This design comes from an exercise in tuning for small area, a short achievable clock period and few clock cycles per item on the open sky130 flow, not from production work.
RTL that was checked went through simulation tests only; none was proved equivalent to the original.

## main
// geofence
module geofence (clk, reset, X, Y, valid, is_inside);
input clk;
input reset;
input [9:0] X;
input [9:0] Y;
output valid;
output is_inside;
reg  [3:0] cnt;       
reg  [9:0] px, py;
reg  [9:0] dmx, dmy, rmx, rmy, lmx, lmy;    
reg        dsx, dsy, rsx, rsy, lsx, lsy;    
reg        in_flag;
wire [10:0] ex = {1'b0, X} - {1'b0, px};
wire [10:0] ey = {1'b0, Y} - {1'b0, py};
wire [9:0]  fx = px - X;
wire [9:0]  fy = py - Y;
wire        nx = ex[10], ny = ey[10];
wire        zx = (X == px), zy = (Y == py);
always @(posedge clk) begin
    dmx <= nx ? fx : ex[9:0];
    dmy <= ny ? fy : ey[9:0];
    dsx <= nx | (zx & ny);
    dsy <= ny | (zy & ~nx);
end
wire tie = ~dsy;
wire npa, nql;
wire pa = ~npa, ql = ~nql;
cross_pos u_a (.usx(rsx), .umx(rmx), .usy(rsy), .umy(rmy),
               .wsx(dsx), .wmx(dmx), .wsy(dsy), .wmy(dmy), .tie(tie), .npos(npa));
cross_pos u_b (.usx(lsx), .umx(lmx), .usy(lsy), .umy(lmy),
               .wsx(dsx), .wmx(dmx), .wsy(dsy), .wmy(dmy), .tie(tie), .npos(nql));
wire pb = ~ql;        
always @(posedge clk or posedge reset) begin
    if (reset)            cnt <= 4'd0;
    else if (cnt[3])      cnt <= 4'd0;
    else                  cnt <= cnt + 4'd1;
end
wire first = (cnt == 4'd2);
always @(posedge clk) begin
    if (cnt == 4'd0) begin
        px <= X;
        py <= Y;
    end
    if (first || (!pa && pb)) begin
  ...
For scale: about 1,300 cells after synthesis, about 91 flip-flops, roughly 24 I/O pins, ~14,000 um2 of cells after synthesis.
==> flow/config.mk <==
export PLATFORM = sky130hd
export DESIGN_NAME = geofence
export DESIGN_NICKNAME = geofence
export VERILOG_FILES = /design/flow/design.v
export SDC_FILE = /design/flow/constraint.sdc
export NUM_CORES = 4
export LEC_CHECK = 0
export ABC_CLOCK_PERIOD_IN_PS = 4000
export CAP_MARGIN = 20
export CORE_MARGIN = 2
export CORE_UTILIZATION = 40
export SLEW_MARGIN = 20
export SYNTH_HIERARCHICAL = 1
==> flow/constraint.sdc <==
create_clock -name core_clock -period 12.0 [get_ports {clk}]
set_input_delay 2.4000 -clock core_clock [delete_from_list [all_inputs] [get_ports {clk}]]
set_output_delay 2.4000 -clock core_clock [all_outputs]
set_load 0.01 [all_outputs]
standard.sh (not shown) runs the stock make flow with config.mk's settings and CLKGATE_MAP_FILE= SYNTH_SCRIPT=/design/flow/synth_recipe.tcl, a recipe that flattens the netlist after the stock synthesis.
==> flow/flow/run.sh <==
#!/bin/bash
set -euo pipefail
bash standard.sh SETUP_SLACK_MARGIN=6 finish > standard.log 2>&1
main went all the way through the flow, and no timing, DRC or antenna check failed.
diff inputs: main => the feature branch
==> flow/flow/run.sh <==
#!/bin/bash
set -euo pipefail
bash standard.sh SETUP_SLACK_MARGIN=6.25 finish > standard.log 2>&1
==> comparison <==
The feature branch vs main — final cell count climbed by a few percent. The feature branch finished end to end and its layout was clean on timing, DRC and antenna. Across both runs, peak per-stage delay on the critical path was higher for the feature branch than for main. Non-clock buffer count (the feature branch over main): increase, 62. Routed wire length: lower on main.
No functional check of the RTL was part of any run of this note.

---

ember:
Another version of the RTL of geofence (not shown whole).
Size in the first run: ~1300 cells after synthesis, ~91 flip-flops, ~24 I/O pins, roughly 0.014 mm2 of cells after synthesis.
Design geofence, start of the top module:
module geofence (clk, reset, X, Y, valid, is_inside);
input clk;
input reset;
input [9:0] X;
input [9:0] Y;
output valid;
output is_inside;
reg  [3:0] cnt;       
reg  [9:0] px, py;
reg  [9:0] dmx, dmy, rmx, rmy, lmx, lmy;    
reg        dsx, dsy, rsx, rsy, lsx, lsy;    
reg        in_flag;
wire [10:0] ex = {1'b0, X} - {1'b0, px};
wire [10:0] ey = {1'b0, Y} - {1'b0, py};
wire [9:0]  fx = px - X;
wire [9:0]  fy = py - Y;
wire        nx = ex[10], ny = ey[10];
wire        zx = (X == px), zy = (Y == py);
always @(posedge clk) begin
    dmx <= nx ? fx : ex[9:0];
    dmy <= ny ? fy : ey[9:0];
    dsx <= nx | (zx & ny);
    dsy <= ny | (zy & ~nx);
end
wire tie = ~dsy;
wire pa, ql;
cross_pos u_a (.usx(rsx), .umx(rmx), .usy(rsy), .umy(rmy),
               .wsx(dsx), .wmx(dmx), .wsy(dsy), .wmy(dmy), .tie(tie), .pos(pa));
cross_pos u_b (.usx(lsx), .umx(lmx), .usy(lsy), .umy(lmy),
               .wsx(dsx), .wmx(dmx), .wsy(dsy), .wmy(dmy), .tie(tie), .pos(ql));
wire pb = ~ql;        
always @(posedge clk or posedge reset) begin
    if (reset)            cnt <= 4'd0;
    else if (cnt[3])      cnt <= 4'd0;
    else                  cnt <= cnt + 4'd1;
end
wire first = (cnt == 4'd2);
always @(posedge clk) begin
    if (cnt == 4'd0) begin
        px <= X;
        py <= Y;
    end
    if (first || (!pa && pb)) begin
        rmx <= dmx; rsx <= dsx; rmy <= dmy; rsy <= dsy;
    end
    if (first || (pa && !pb)) begin
        lmx <= dmx; lsx <= dsx; lmy <= dmy; lsy <= dsy;
    end
    if (first)                          in_flag <= 1'b0;
    else if (!pa && !pb)               in_flag <= 1'b1;
end
assign valid = cnt[3];
assign is_inside = in_flag;
endmodule
Settings: LEC_CHECK=0, ABC_CLOCK_PERIOD_IN_PS=4000, CAP_MARGIN=20, CORE_MARGIN=2, CORE_UTILIZATION=40, CTS_BUF_LIST=sky130_fd_sc_hd__clkbuf_4 sky130_fd_sc_hd__clkbuf_8, SLEW_MARGIN=20, SYNTH_HIERARCHICAL=1; clock period 12.0 ns.
==> flow/flow/run.sh <==
#!/bin/bash
set -euo pipefail
bash standard.sh SETUP_SLACK_MARGIN=6 finish > standard.log 2>&1
The final layout from ember, which completed every stage, passed the timing, design-rule and antenna checks at the end of the flow.
Testbench counts of ember, summed over its fixed seeds: cycles 10,800, objects 1,200.
Here is what was changed in the inputs of raven compared with ember.
- CTS_BUF_LIST no longer set, was sky130_fd_sc_hd__clkbuf_4 sky130_fd_sc_hd__clkbuf_8
==> flow/flow/run.sh <==
#!/bin/bash
set -euo pipefail
bash standard.sh SETUP_SLACK_MARGIN=6.5 finish > standard.log 2>&1
ember has lower final cell area excluding filler cells than raven. Reported for raven and ember, deepest clock path buffer count turned out identical to the last digit. In raven, clock input transition at the sequential cells of the worst setup and hold paths is lower than in ember. Looking at beginning of the critical path, the lmx[9] result is from raven; the rmx[1] one comes from ember.

---

== maple ==
geofence again, from the RTL that the note above started with.
clock: 12.0 ns
lec_check: 0
abc_clock_period_in_ps: 4000
cap_margin: 20
core_margin: 2
core_utilization: 40
slew_margin: 20
synth_hierarchical: 1
==> flow/flow/run.sh <==
#!/bin/bash
set -euo pipefail
bash standard.sh SETUP_SLACK_MARGIN=6 finish > standard.log 2>&1
Testbench counts of maple, summed over its fixed seeds: cycles 10,800, objects 1,200.
Setup changes, maple to juniper
# maple
export LEC_CHECK = 0
export ABC_CLOCK_PERIOD_IN_PS = 4000
export CAP_MARGIN = 20
export CORE_MARGIN = 2
export CORE_UTILIZATION = 40
export SLEW_MARGIN = 20
export SYNTH_HIERARCHICAL = 1
create_clock -name core_clock -period 12.0 [get_ports {clk}]
# juniper
export LEC_CHECK = 0
export ABC_CLOCK_PERIOD_IN_PS = 4000
export CAP_MARGIN = 20
export CORE_MARGIN = 2
export CORE_UTILIZATION = 40
export SETUP_SLACK_MARGIN = 5
export SLEW_MARGIN = 20
export SYNTH_HIERARCHICAL = 1
create_clock -name core_clock -period 12.0 [get_ports {clk}]
==> flow/run.sh (new file) <==
#!/bin/bash
# synth_recipe.tcl (not shown) runs the flow's synth.tcl, then flattens the netlist and writes it again
# the make line also repeats each setting of config.mk as NAME=value (left out here)
make -C /OpenROAD-flow-scripts/flow DESIGN_CONFIG=/design/flow/config.mk WORK_HOME=/design/flow/orfs CLKGATE_MAP_FILE= SYNTH_SCRIPT=/design/flow/synth_recipe.tcl finish
removed: flow/flow/run.sh
removed: flow/standard.sh
Results
Cmp juniper vs maple: final clock period utilization by the worst path higher in juniper. Final instance area delta (juniper − maple): favourable. Per the comparison of juniper with maple, worst slack after detailed placement fell 39 ps; first-iteration DRC count fell by 43; via count down 37.
Here is what was changed in the inputs of tundra compared with juniper.
# juniper
export LEC_CHECK = 0
export ABC_CLOCK_PERIOD_IN_PS = 4000
export CAP_MARGIN = 20
export CORE_MARGIN = 2
export CORE_UTILIZATION = 40
export SETUP_SLACK_MARGIN = 5
export SLEW_MARGIN = 20
export SYNTH_HIERARCHICAL = 1
create_clock -name core_clock -period 12.0 [get_ports {clk}]
# tundra
export LEC_CHECK = 0
export ABC_CLOCK_PERIOD_IN_PS = 4000
export CAP_MARGIN = 20
export CORE_MARGIN = 2
export CORE_UTILIZATION = 60
export SLEW_MARGIN = 20
export SYNTH_HIERARCHICAL = 1
create_clock -name core_clock -period 12.0 [get_ports {clk}]
==> flow/flow/run.sh (new file) <==
#!/bin/bash
set -euo pipefail
bash standard.sh SETUP_SLACK_MARGIN=6 finish > standard.log 2>&1
==> flow/standard.sh (new file) <==
#!/bin/bash
# synth_recipe.tcl (not shown) runs the flow's synth.tcl, then flattens the netlist and writes it again
# the make line also repeats each setting of config.mk as NAME=value (left out here)
make -C /OpenROAD-flow-scripts/flow DESIGN_CONFIG=/design/flow/config.mk WORK_HOME=/design/flow/orfs CLKGATE_MAP_FILE= SYNTH_SCRIPT=/design/flow/synth_recipe.tcl "${@:-finish}"
removed: flow/run.sh
--- outcome ---
- Compared with juniper, in tundra routed wire length on met3 went up 220 um.
- The flip-flop and latch share of the layout cell area number comes out higher for tundra vs juniper.
- The sequential cell area in tundra sits about 1.3% above the value recorded for juniper.
- ~same area used by multi-input combinational logic in juniper and tundra
Here is what was changed in the inputs of violet compared with tundra.
# tundra
export LEC_CHECK = 0
export ABC_CLOCK_PERIOD_IN_PS = 4000
export CAP_MARGIN = 20
export CORE_MARGIN = 2
export CORE_UTILIZATION = 60
export SLEW_MARGIN = 20
export SYNTH_HIERARCHICAL = 1
create_clock -name core_clock -period 12.0 [get_ports {clk}]
# violet
export LEC_CHECK = 0
export ABC_CLOCK_PERIOD_IN_PS = 4000
export CAP_MARGIN = 20
export CORE_MARGIN = 2
export CORE_UTILIZATION = 40
export PLACE_DENSITY = 0.75
export SLEW_MARGIN = 20
export SYNTH_HIERARCHICAL = 1
create_clock -name core_clock -period 12.0 [get_ports {clk}]
--- outcome ---
- Both conditions hold for violet: the flow ran to the end and the final layout passed the timing, design-rule and antenna checks.
- Per the comparison of violet with tundra, utilization after layout now sits lower.
- | delay contributed by the slowest stage of the critical path | tundra vs violet | ≈ equal |
- Lower routed wirelength normalized by instance count goes to violet over tundra.
- Sequential share of layout area: lower on violet
diff inputs: violet => zinc
# violet
export LEC_CHECK = 0
export ABC_CLOCK_PERIOD_IN_PS = 4000
export CAP_MARGIN = 20
export CORE_MARGIN = 2
export CORE_UTILIZATION = 40
export PLACE_DENSITY = 0.75
export SLEW_MARGIN = 20
export SYNTH_HIERARCHICAL = 1
create_clock -name core_clock -period 12.0 [get_ports {clk}]
# zinc
export LEC_CHECK = 0
export ABC_AREA = 1
export CAP_MARGIN = 20
export CORE_MARGIN = 2
export CORE_UTILIZATION = 40
export SLEW_MARGIN = 20
export SYNTH_HIERARCHICAL = 1
create_clock -name core_clock -period 12.0 [get_ports {clk}]
## What came out
- [zinc vs violet] met3 global-route usage: lower in zinc
- violet was routed with fewer vias than zinc.
- Re post-route cell area: zinc is 950 sq um up on violet.
- Area fraction in compound gates after synthesis (lower): zinc
- Diff violet -> zinc: sequential share of layout area -1.1 points, setup slack +180 ps, total wirelength of the detailed-routed design +about 12%.
- Compared to violet, zinc leaves more free space in the core.

---

== build 90 ==
geofence again, from the RTL that the note above started with.
==> flow/config.mk <==
export PLATFORM = sky130hd
export DESIGN_NAME = geofence
export DESIGN_NICKNAME = geofence
export VERILOG_FILES = /design/flow/design.v
export SDC_FILE = /design/flow/constraint.sdc
export NUM_CORES = 4
export LEC_CHECK = 0
export ABC_CLOCK_PERIOD_IN_PS = 4000
export CAP_MARGIN = 20
export CORE_MARGIN = 2
export CORE_UTILIZATION = 40
export SLEW_MARGIN = 20
export SYNTH_HIERARCHICAL = 1
==> flow/constraint.sdc <==
create_clock -name core_clock -period 12.0 [get_ports {clk}]
set_input_delay 2.4000 -clock core_clock [delete_from_list [all_inputs] [get_ports {clk}]]
set_output_delay 2.4000 -clock core_clock [all_outputs]
set_load 0.01 [all_outputs]
==> flow/flow/run.sh <==
#!/bin/bash
set -euo pipefail
bash standard.sh SETUP_SLACK_MARGIN=6.25 finish > standard.log 2>&1
Per the final summary, build 90 finished and its layout is clean on timing, DRC and antenna.
Testbench counts of build 90, summed over its fixed seeds: cycles 10,800, objects 1,200.
Input changes introduced in build 13 (baseline for comparison: build 90):
- GPL_ROUTABILITY_DRIVEN newly set to 0
==> flow/flow/run.sh <==
#!/bin/bash
set -euo pipefail
bash standard.sh SETUP_SLACK_MARGIN=6 finish > standard.log 2>&1
- Build 13: full flow OK, the timing, design-rule and antenna checks passed
- Higher final critical delay including setup and external delays among build 13 and build 90: build 13
- Going from build 90 to build 13, worst setup margin has decreased; routed length on met3 has increased.
- Build 90 -> build 13: wire length on met1 decreased by a few percent
- Build 13 vs. build 90: routed wire length moved down, final non-filler cell area moved down, met2 usage level.
- Worst slew margin relative to its limit delta (build 13 − build 90): favourable
- Maximum frequency from static timing analysis: build 13 < build 90
Input-level comparison between build 32 and build 13:
- GPL_ROUTABILITY_DRIVEN no longer set, was 0
==> flow/flow/run.sh <==
#!/bin/bash
set -euo pipefail
bash standard.sh SETUP_SLACK_MARGIN=7 finish > standard.log 2>&1
[summary]
In the tables for build 32 and build 13, met1 wire length reads higher with build 32. On clock skew, build 13 loses to build 32. Build 32 and build 13 ended up with nearly the same number of synthesized flops with an enable pin. Build 32 -> build 13: flop and latch count out of synthesis flat. Build 32: flow completed, timing, DRC and antenna clean.

---

Another version of the RTL of geofence (not shown whole).
Size: ~1300 cells after synthesis, about 91 flip-flops, about 24 I/O pins, about 13000 um^2 of cells after synthesis.
Settings: LEC_CHECK=0, ABC_CLOCK_PERIOD_IN_PS=4000, CAP_MARGIN=20, CORE_MARGIN=2, CORE_UTILIZATION=40, SLEW_MARGIN=20, SYNTH_HIERARCHICAL=1; clock period 12.0 ns.
==> flow/flow/run.sh <==
#!/bin/bash
set -euo pipefail
bash standard.sh SETUP_SLACK_MARGIN=6.5 finish > standard.log 2>&1
Testbench counts at the start, summed over its fixed seeds: cycles 10,800, objects 1,200.
Next try:
==> flow/flow/run.sh (replaced) <==
#!/bin/bash
set -euo pipefail
bash standard.sh SETUP_SLACK_MARGIN=6.25 finish > standard.log 2>&1
First-iteration DRC count fell by 19%.
Sequential share of layout area rose by 1.1 points.
Global-route usage fell by 0.11 points.
Clock skew is about the same.
Via count fell by 5.0%.

==> port drivers added, routing unchanged <==
How much do the figures lean on ideal ports? The routed layouts below were timed once more, with nothing changed but the port constraints.
Step 1 sets driving cells, clkbuf_16 on the clock port and buf_2 on the other inputs (assumed; they add their load-dependent delay and slew).
Step 2 also shifts input and output timing later by t, the mid clock arrival at the registers, as if the neighbouring blocks saw the same clock.
Slacks: ideal / step 1 / step 2; pairs: ideal / step 1.
run | t, ns | setup WS [ns] | worst setup path after step 2 | clock arrival spread, ns | worst register clock-pin slew, ns
main | 0.377 | 6.211 / 6.211 / 6.211 | register to register | 0.011 / 0.011 | 0.07 / 0.07
the feature branch | 0.378 | 6.372 / 6.372 / 6.372 | register to register | 0.010 / 0.011 | 0.08 / 0.08
ember | 0.405 | 6.212 / 6.212 / 6.212 | register to register | 0.025 / 0.025 | 0.11 / 0.11
raven | 0.382 | 6.545 / 6.545 / 6.545 | register to register | 0.011 / 0.011 | 0.07 / 0.07
maple | 0.387 | 6.234 / 6.234 / 6.234 | register to register | 0.017 / 0.017 | 0.08 / 0.08
juniper | 0.394 | 5.554 / 5.554 / 5.554 | register to register | 0.020 / 0.019 | 0.08 / 0.08
tundra | 0.388 | 6.247 / 6.247 / 6.247 | register to register | 0.010 / 0.009 | 0.07 / 0.07
violet | 0.384 | 6.252 / 6.252 / 6.252 | register to register | 0.016 / 0.016 | 0.07 / 0.07
zinc | 0.382 | 6.427 / 6.427 / 6.427 | register to register | 0.014 / 0.014 | 0.07 / 0.07
build 90 | 0.387 | 6.402 / 6.402 / 6.402 | register to register | 0.016 / 0.017 | 0.08 / 0.08
build 13 | 0.387 | 6.234 / 6.234 / 6.234 | register to register | 0.017 / 0.017 | 0.08 / 0.08
build 32 | 0.373 | 6.491 / 6.491 / 6.491 | register to register | 0.012 / 0.012 | 0.07 / 0.07
the first run of note 5 | 0.369 | 6.605 / 6.605 / 6.605 | register to register | 0.008 / 0.008 | 0.07 / 0.07
the second run of note 5 | 0.367 | 6.484 / 6.484 / 6.484 | register to register | 0.009 / 0.009 | 0.07 / 0.07
After both steps every run listed still meets setup and hold.
